This design comes from an exercise in tuning for small area and a short achievable clock period on the open sky130 flow, not from production work.
No functional check of the RTL was part of any run shown here.
No activity file was given, so power comes from the tool's default toggle rates.

==> design/flow/run.sh <==
#!/bin/bash
# synth_recipe.tcl (not shown) runs the flow's synth.tcl, then flattens the netlist and writes it again
# the make line also repeats each setting of config.mk as NAME=value (left out here)
make -C /OpenROAD-flow-scripts/flow DESIGN_CONFIG=/design/flow/config.mk WORK_HOME=/design/flow/orfs CLKGATE_MAP_FILE= SYNTH_SCRIPT=/design/flow/synth_recipe.tcl finish
==> design/flow/config.mk <==
export PLATFORM = sky130hd
export DESIGN_NAME = ALU_TOP
export DESIGN_NICKNAME = ALU_TOP
export VERILOG_FILES = /design/flow/design.v
export SDC_FILE = /design/flow/constraint.sdc
export NUM_CORES = 4
export LEC_CHECK = 0
export CAP_MARGIN = 20
export CORE_MARGIN = 2
export CORE_UTILIZATION = 40
export SLEW_MARGIN = 20
==> design/flow/constraint.sdc <==
create_clock -name core_clock -period 32.0 [get_ports {CLK}]
set_input_delay 6.4000 -clock core_clock [delete_from_list [all_inputs] [get_ports {CLK}]]
set_output_delay 6.4000 -clock core_clock [all_outputs]
set_load 0.01 [all_outputs]
==> design/flow/design.v <==
module ALU_TOP #(parameter Width = 16)
(
  input  [Width-1:0] A,
  input  [Width-1:0] B,
  input  [3:0]       ALU_FUN,
  input              CLK,
  input              RST,
  output [Width-1:0] Arith_OUT,
  output             Arith_Flag,
  output             Carry_OUT,
  output [Width-1:0] Logic_Out,
  output             Logic_Flag,
  output [Width-1:0] CMP_OUT,
  output             CMP_Flag,
  output             Shift_Flag,
  output [Width-1:0] Shift_OUT
);
  localparam K = 5;
  wire mul1 = (ALU_FUN == 4'b0010);
  wire div1 = (ALU_FUN == 4'b0011);
  wire [15:0] Bx1 = B ^ {16{div1}};
  wire [16:0] bz;
  assign bz[0] = 1'b1;
  genvar j;
  generate
    for (j = 1; j <= 16; j = j + 1) begin : g_bz
      assign bz[j] = bz[j-1] & ~B[16-j];
    end
  endgenerate
  wire [15:0] r1 [15:K];
  wire [15:K] q1;
  generate
    for (j = 15; j >= K; j = j - 1) begin : g_row1
      localparam W = 16 - j;
      wire a = A[j] & ~mul1;
      wire [W-1:0] t;
      if (j == 15) begin : g_first
        assign t = a;
      end else begin : g_next
        assign t = {r1[j+1][W-2:0], a};
      end
      wire [W:0] s = {1'b0, t} + {1'b0, Bx1[W-1:0]} + div1;
      wire sel = (mul1 & A[j]) | (div1 & bz[j] & s[W]);
      assign q1[j] = sel;
      wire [W-1:0] rr = sel ? s[W-1:0] : t;
      assign r1[j] = {{(16-W){1'b0}}, rr};
    end
  endgenerate
  reg [15:0]   Br;
  reg [K-1:0]  Alo;
  reg [15-K:0] Rr;    
  reg [15:K]   Qr;
  reg [1:0]    Fr;
  reg fA, fL, fC, fS;
  always @(posedge CLK) begin
    Br  <= B;
    Alo <= A[K-1:0];
    Rr  <= r1[K][15-K:0];
    Qr  <= q1;
    Fr  <= ALU_FUN[1:0];
  end
  always @(posedge CLK or negedge RST) begin
    if (!RST) begin
      fA <= 1'b0; fL <= 1'b0; fC <= 1'b0; fS <= 1'b0;
    end else begin
      fA <= (ALU_FUN[3:2] == 2'b00);
      fL <= (ALU_FUN[3:2] == 2'b01);
      fC <= (ALU_FUN[3:2] == 2'b10);
      fS <= (ALU_FUN[3:2] == 2'b11);
    end
  end
  wire add2 = fA & (Fr == 2'b00);
  wire sub2 = fA & (Fr == 2'b01);
  wire mul2 = fA & (Fr == 2'b10);
  wire div2 = fA & (Fr == 2'b11);
  wire sb2  = div2 | sub2;
  wire [15:0] Bx2 = Br ^ {16{sb2}};
  wire [16:0] bz2;
  assign bz2[0] = 1'b1;
  generate
    for (j = 1; j <= 16; j = j + 1) begin : g_bz2
      assign bz2[j] = bz2[j-1] & ~Br[16-j];
    end
  endgenerate
  wire [15:0] r2 [K:0];
  assign r2[K] = {{K{1'b0}}, Rr};
  wire [K-1:0] q2;
  wire c0;
  generate
    for (j = K - 1; j >= 0; j = j - 1) begin : g_row2
      localparam W = 16 - j;
      wire a = Alo[j] & ~mul2;
      wire [W-1:0] t = {r2[j+1][W-2:0], a};
      wire [W:0] s = {1'b0, t} + {1'b0, Bx2[W-1:0]} + sb2;
      wire sel;
      if (j == 0) begin : g_last
        assign sel = (mul2 & Alo[j]) | (div2 & bz2[j] & s[W]) | add2 | sub2;
        assign c0 = s[W];
      end else begin : g_mid
        assign sel = (mul2 & Alo[j]) | (div2 & bz2[j] & s[W]);
      end
      assign q2[j] = sel;
      wire [W-1:0] rr = sel ? s[W-1:0] : t;
      assign r2[j] = {{(16-W){1'b0}}, rr};
    end
  endgenerate
  wire [15:0] Ar = {Rr, Alo};    
  assign Arith_OUT = div2 ? {Qr, q2} : (fA ? r2[0] : 16'b0);
  assign Arith_Flag = fA;
  assign Carry_OUT  = add2 & c0;
  reg [15:0] lo;
  always @(*) begin
    case (Fr)
      2'b00: lo = Ar & Br;
      2'b01: lo = Ar | Br;
      2'b10: lo = ~(Ar & Br);
      default: lo = ~(Ar | Br);
    endcase
  end
  assign Logic_Out  = fL ? lo : 16'b0;
  assign Logic_Flag = fL;
  wire eq = (Ar == Br);
  wire gt = (Ar > Br);
  wire lt = ~eq & ~gt;
  wire [1:0] cmp = (Fr == 2'b01) ? {1'b0, eq} :
                   (Fr == 2'b10) ? {gt, 1'b0} :
                   (Fr == 2'b11) ? {lt, lt} : 2'b00;
  assign CMP_OUT  = {14'b0, fC ? cmp : 2'b00};
  assign CMP_Flag = fC;
  reg [15:0] sh;
  always @(*) begin
    case (Fr)
      2'b00: sh = Ar >> 1;
      2'b01: sh = Ar << 1;
      2'b10: sh = Br >> 1;
      default: sh = Br << 1;
    endcase
  end
  assign Shift_OUT  = fS ? sh : 16'b0;
  assign Shift_Flag = fS;
endmodule
==> flow_summary.json, run 1 <==
{
  "crit_path_max_fanout": 17,
  "end_kind": "flip-flop",
  "yosysMostFrequentCell": "ha_1",
  "cts_hold_buf": 0,
  "path_common_cell": "ha_1",
  "report.final.hold_viol_count": 0,
  "die-width_um": 171,
  "crit_family": "compound AO/OA/AOI/OAI gates",
  "drive_gt1_frac": 0.0788,
  "top_usage_layer": "met2",
  "drc": 0,
  "drv_slew": 0,
  "dp.cells": 1880,
  "syn_area_mm2": 0.0111,
  "clockPowerShare": 0.127,
  "grtUsageTotal": 0.252,
  "drt-initial-drc-count": 660,
  "final_cells": 1888,
  "via_count": 10860,
  "post-route-util": 0.457,
  "grt_max_degree": 65,
  "cts_resized": 0,
  "diodes": 0,
  "slew_headroom": 0.202,
  "root_buffer": "clkbuf_16",
  "seq_area_frac_synth": 0.0900,
  "die_y_um": 171,
  "drt-pass1-iter-count": 7,
  "start_util": 0.404,
  "ys_ff_latch": 49,
  "p_switching_mw": 0.206,
  "design_area_mm2": 0.0126,
  "clock_path_buffers": 2,
  "postCtsSetupBuffers": 0,
  "pin_count": 107,
  "met2_usage": 0.443,
  "fmax_ghz": 0.0363,
  "ant_nets": 0,
  "core_mm2": 0.0276,
  "internal_power_mw": 0.234,
  "cap_violations": 0,
  "grt_pass1_vias": 10279,
  "grt_pass1_wl_um": 57400,
  "synth_ff_type": "dfxtp_1",
  "syn_inst": 1432,
  "routedWlPerCell_um": 19.6,
  "crit_path_top_delay_cell": "o21ai_1",
  "cts_sinks": 49,
  "cts_buffers": 5,
  "setup-tns-final_ns": 0,
  "die_area_mm2": 0.0292,
  "seqPwrFrac": 0.170,
  "outcome": "timing/DRC/antenna clean",
  "grt_use_met1": 0.330,
  "synth-async-reset-ratio": 0.0816,
  "grt_use_met3": 0.00948,
  "period_share": 0.860,
  "tightest_slew_ns": 1.19,
  "start_kind": "primary input",
  "rsz0062_at_grt": "false",
  "synth.avg_cell_area_um2": 7.77,
  "ys_types": 86,
  "ys_top_cells_by_count": "ha_1, a21oi_1, nand2_1",
  "yosys.area.top_type": "ha_1",
  "slowest_delay_ns": 0.77,
  "cts_tree": "built",
  "grt-ovfl-total": 0,
  "grt_antenna_before_repair": 0,
  "htree_levels": 2,
  "power_frac_comb": 0.702,
  "sw_frac_of_total": 0.467,
  "vias_per_cell": 5.75,
  "synth_top_area_share": 0.188,
  "row_count": 61,
  "hpwl_um": 30000,
  "ir_drop_uv": 21.0,
  "p_leak_nw": 5.60,
  "path_buf_inv": 11,
  "crit_required_ns": 32.18,
  "ys_warn_count": 1,
  "wirelength_um": 36900,
  "clk_pin_slew_ns": 0.07,
  "syn_to_final_growth_pct": 13.3,
  "synthTopCellsByArea": "ha_1, dfxtp_1, xnor2_1",
  "nets": 1729,
  "p_per_area_mw_per_mm2": 34.9,
  "dpl-instance-area_mm2": 0.0124,
  "synth_enable_flop_cells": 0,
  "crit_arrival_ns": 27.69,
  "place_congestion": 0.919,
  "path_class": "primary input to flip-flop",
  "finalSetupViolCount": 0,
  "period_needed_ns": 27.51,
  "hold_class": "primary input to asynchronous set/reset pin",
  "io_buffers": 92
}
==> sequential cells by signal (all words and copies together), names as in the netlist <==
register and count:
fA 1, Rr 11, fS 1, fC 1
Fr 2, Qr 11, fL 1, Alo 5
Br 16
==> stage by stage <==
stage	hold WS, ns	setup WS, ns	total power, mW
after CTS	6.29	4.64	0.438
after global placement	6.61	5.03	0.378
after global routing	6.30	2.81	0.478
final	6.30	4.49	0.440
after detailed placement	6.61	4.34	0.380
after floorplan	6.10	7.00	0.303
==> kinds of logic (layout without fill, tap and decap cells) <==
logic type	Yosys count	count (layout)	synth area share
AO/OA/AOI/OAI	418	418	0.248
adder cells (fa/ha/maj)	182	182	0.215
multiplexers	81	81	0.0950
AND/OR/NAND/NOR	426	426	0.195
flip-flops	49	49	0.0900
other	1	14	0.000337
buffers and inverters	148	213	0.0569
XOR/XNOR	127	127	0.100
==> area by class of cell <==
type	instances	area, µm²
timing repair buffer	111	1060
tap	378	473
sequential	49	1000
multi-input combinational	1248	9560
inverter	94	353
fill	2769	14900
clock inverter	3	28.8
clock buffer	5	125
==> cells in the final DEF (no fill, tap or decap), types with 15 or more instances in the layout <==
cell	synthesis	layout
nand2_1	103	103
ha_1	167	167
nor2b_1	17	17
nor3_1	27	27
nor2_1	101	101
and2_1	44	44
nand2b_1	33	33
clkdlybuf4s50_1	0	92
a211oi_1	15	15
xnor2_1	92	91
dfxtp_1	45	43
nand3_1	27	27
mux2i_1	15	15
a21oi_1	110	110
mux2_2	50	50
inv_1	91	91
o21ai_0	95	93
o21a_1	25	25
a21o_1	33	33
o21bai_1	19	19
fa_1	15	15
xor2_1	35	35
a31oi_1	15	15
buf_4	14	19
and3_1	16	16
==> power groups by stage <==
stage	clock network (mW)	registers (mW)	logic, mW
floorplan	0	0.0707	0.232
global placement	0	0.0762	0.302
detailed placement	0	0.0762	0.304
CTS	0.0574	0.0748	0.306
global route	0.0591	0.0755	0.344
finish	0.0561	0.0750	0.309
==> path summary, 6_finish.rpt <==
path	start	to	slack, ns	cells past startpoint
min in group core_clock	A[3]	Alo[3]	6.55	1
setup / recovery	ALU_FUN[3]	Rr[4]	4.49	83
max in group asynchronous	RST	fS	25.54	1
hold / removal	RST	fL	6.30	1
==> metal layers <==
layer / part of all wire / vias up
met5: 0 / -
met4: 0.034 / 0
met2: 0.48 / 281
met1: 0.45 / 5180
li1: - / 5337
met3: 0.038 / 62
==> run 2: changes to the inputs <==
--- a/design/flow/design.v
+++ b/design/flow/design.v
@@ -15,7 +15,7 @@
   output             Shift_Flag,
   output [Width-1:0] Shift_OUT
 );
-  localparam K = 5;
+  localparam K = 8;
   wire mul1 = (ALU_FUN == 4'b0010);
   wire div1 = (ALU_FUN == 4'b0011);
   wire [15:0] Bx1 = B ^ {16{div1}};
@@ -39,7 +39,8 @@
       end else begin : g_next
         assign t = {r1[j+1][W-2:0], a};
       end
-      wire [W:0] s = {1'b0, t} + {1'b0, Bx1[W-1:0]} + div1;
+      wire [W+1:0] s2 = {1'b0, t, 1'b1} + {1'b0, Bx1[W-1:0], div1};
+      wire [W:0] s = s2[W+1:1];
       wire sel = (mul1 & A[j]) | (div1 & bz[j] & s[W]);
       assign q1[j] = sel;
       wire [W-1:0] rr = sel ? s[W-1:0] : t;
@@ -91,7 +92,8 @@
       localparam W = 16 - j;
       wire a = Alo[j] & ~mul2;
       wire [W-1:0] t = {r2[j+1][W-2:0], a};
-      wire [W:0] s = {1'b0, t} + {1'b0, Bx2[W-1:0]} + sb2;
+      wire [W+1:0] s2 = {1'b0, t, 1'b1} + {1'b0, Bx2[W-1:0], sb2};
+      wire [W:0] s = s2[W+1:1];
       wire sel;
       if (j == 0) begin : g_last
         assign sel = (mul2 & Alo[j]) | (div2 & bz2[j] & s[W]) | add2 | sub2;
==> run 2 against run 1 <==
Still clean; sequential power is 8.0% lower; sequential share of layout area decreased by 0.82 points; final area rose by 4.8%; first-iteration DRC count is 21% higher.
==> flow_summary.json, run 2 <==
{
  "period_share": 0.848,
  "slowest_delay_ns": 0.75,
  "p_leak_nw": 5.85,
  "fillCellCount": 2937,
  "cts_tree": "built",
  "clk_pin_slew_ns": 0.07,
  "crit_family": "compound AO/OA/AOI/OAI gates",
  "synth_top_area_share": 0.196,
  "multiInputGateArea_mm2": 0.0103,
  "hold_ws_ns": 6.31,
  "io_buffers": 92,
  "place_congestion": 0.968,
  "crit_arrival_ns": 20.73,
  "routedWlPerCell_um": 20.0,
  "yosysMostFrequentCell": "ha_1",
  "syn_area_mm2": 0.0117,
  "grt_pass1_vias": 11366,
  "seqCellArea_um2": 943,
  "path_class": "flip-flop to primary output",
  "drt-pass1-iter-count": 5,
  "grt_antenna_before_repair": 0,
  "synth-async-reset-ratio": 0.0870,
  "crit_path_top_delay_cell": "o21ai_1",
  "grt-ovfl-total": 0,
  "start_kind": "flip-flop",
  "final_common_cell": "ha_1",
  "ir_drop_uv": 19.6,
  "dp.cells": 2018,
  "yosys.area.top_type": "ha_1",
  "seq_area_frac_synth": 0.0802,
  "ys_top_cells_by_count": "ha_1, nand2_1, a21oi_1",
  "fmax_ghz": 0.0369,
  "cts_sinks": 46,
  "wirelength_um": 40500,
  "core_mm2": 0.0288,
  "drv_slew": 0,
  "die-width_um": 175,
  "slew_headroom": 0.355,
  "htree_levels": 2,
  "final_cells": 2026,
  "design_area_mm2": 0.0132,
  "path_common_cell": "ha_1",
  "tightest_slew_ns": 0.964,
  "largest_reg_flops": 16,
  "path_buf_inv": 5,
  "ys_ff_latch": 46,
  "pin_count": 107,
  "cts_resized": 0,
  "nets": 1863,
  "hold_class": "primary input to asynchronous set/reset pin",
  "cp-endpoint": "Arith_OUT[1]",
  "p_per_area_mw_per_mm2": 34.9,
  "outcome": "timing/DRC/antenna clean",
  "layout_common_cells": "ha_1, nand2_1, a21oi_1",
  "cp.depth": 68,
  "drive_gt1_frac": 0.0700,
  "root_buffer": "clkbuf_16",
  "rsz0062_at_grt": "false",
  "diodes": 0,
  "syn_inst": 1569,
  "sw_frac_of_total": 0.484,
  "grtUsageTotal": 0.258,
  "die_y_um": 175,
  "die_area_mm2": 0.0307,
  "regMostFlops": "Br",
  "p_switching_mw": 0.223,
  "synth.avg_cell_area_um2": 7.47,
  "ys_types": 98,
  "internal_power_mw": 0.238,
  "row_count": 62,
  "crit_required_ns": 25.60,
  "ant_nets": 0,
  "clockPowerShare": 0.114,
  "finalSetupViolCount": 0,
  "grt_max_degree": 73,
  "end_kind": "primary output",
  "seqPwrFrac": 0.150,
  "crit_start": "Fr[0]",
  "drt-initial-drc-count": 799,
  "synthTopCellsByArea": "ha_1, xnor2_1, dfxtp_1",
  "ys_warn_count": 1,
  "cts_buffers": 5,
  "synth_enable_flop_cells": 0,
  "hpwl_um": 32900,
  "setup-tns-final_ns": 0,
  "dpl-instance-area_mm2": 0.0131,
  "drc": 0,
  "period_needed_ns": 27.13,
  "power_frac_comb": 0.737,
  "syn_to_final_growth_pct": 12.7,
  "crit_path_max_fanout": 72,
  "cts_hold_buf": 0,
  "clock_path_buffers": 2,
  "via_count": 11856,
  "postCtsSetupBuffers": 0,
  "grt_pass1_wl_um": 62700,
  "vias_per_cell": 5.85,
  "report.final.hold_viol_count": 0,
  "synth_ff_type": "dfxtp_1",
  "start_util": 0.407,
  "cap_violations": 0
}
==> run 2: cell types whose count changed in the layout (fill, tap and decap cells not counted), sizes merged, moves of 11 or more <==
cell    previous run  this run
nand2            104       148
mux2              51        20
a21o              33        58
a21oi            112       133
nor2             101       122
ha               167       184
fa                15         0
o21ai             97       112
nand2b            33        21
xor2              35        47
inv               95        84
xnor2             92       103
==> run 2: worst min-delay path by stage <==
stage | from | endpoint | slack, ns | depth (start not counted)
global route | RST | fL | 6.31 | 1
CTS | RST | fL | 6.30 | 1
global placement | RST | fC | 6.62 | 1
detailed placement | RST | fS | 6.62 | 1
floorplan | RST | fA | 6.10 | 0
finish | RST | fL | 6.31 | 1
==> run 2: routing by layer <==
metal | vias up | global-route usage | share of wire
met5 | - | 0 | 0
met4 | 0 | 0.106 | 0.043
met3 | 76 | 0.0209 | 0.046
met2 | 339 | 0.438 | 0.46
met1 | 5593 | 0.336 | 0.45
li1 | 5848 | - | -
==> run 2: through the flow <==
| stage | utilization | setup WS, ns | power [mW] |
|---|---|---|---|
| 4_1_cts | 0.459 | 5.05 | 0.457 |
| 3_3_place_gp | 0.454 | 5.90 | 0.402 |
| 2_1_floorplan | - | 8.97 | 0.320 |
| 6_report | 0.459 | 4.87 | 0.461 |
| 5_1_grt | 0.459 | 3.32 | 0.499 |
| 3_5_place_dp | 0.454 | 5.42 | 0.403 |
==> run 2: cell type report <==
class	count	share of cell area
tap	384	0.0364
sequential	46	0.0714
multi-input combinational	1393	0.776
clock inverter	3	0.00189
clock buffer	5	0.00947
timing repair buffer	112	0.0811
inverter	83	0.0236
==> run 2: cell families after synthesis <==
kind of cell | Yosys count | synth area share
mux | 48 | 0.0590
compound gates | 506 | 0.291
buf+inv | 143 | 0.0518
xor+xnor | 150 | 0.112
flops | 46 | 0.0802
other cells | 1 | 0.000320
fa+ha+maj | 184 | 0.196
simple gates | 491 | 0.209
==> run 2: power by group through the flow <==
stage                     clock (mW)  combinational, mW  sequential (mW)
after global placement             0              0.332           0.0700
after global routing          0.0548              0.375           0.0697
after floorplan                    0              0.254           0.0654
final                         0.0523              0.339           0.0690
after detailed placement           0              0.333           0.0702
after CTS                     0.0531              0.335           0.0689

==> separate check: timing with driven ports <==
The results above use ideal ports. As a check the final layouts listed here were re-extracted and re-timed, cells and wires unchanged.
Step 1 sets driving cells, clkbuf_16 on the clock port and buf_2 on the other inputs (assumed; they add their load-dependent delay and slew).
Step 2 times the ports against the registers' clock, not the clock port: input delays grow and output delays shrink by t, the midpoint of the rising clock arrivals with the driver on.
Slacks: no drivers / after step 1 / after step 2; pairs: no drivers / after step 1.
run | shift t [ns] | setup slack, ns | worst data-port slew with drivers (ns)
run 1 | 0.328 | 4.485 / 4.496 / 4.169 | 0.05
run 2 | 0.325 | 4.870 / 4.836 / 5.161 | 0.05
After both steps every run listed still meets setup and hold. The setup slack of run 1, which loses most, moves by +0.011 ns with the drivers and by -0.316 ns with both steps.
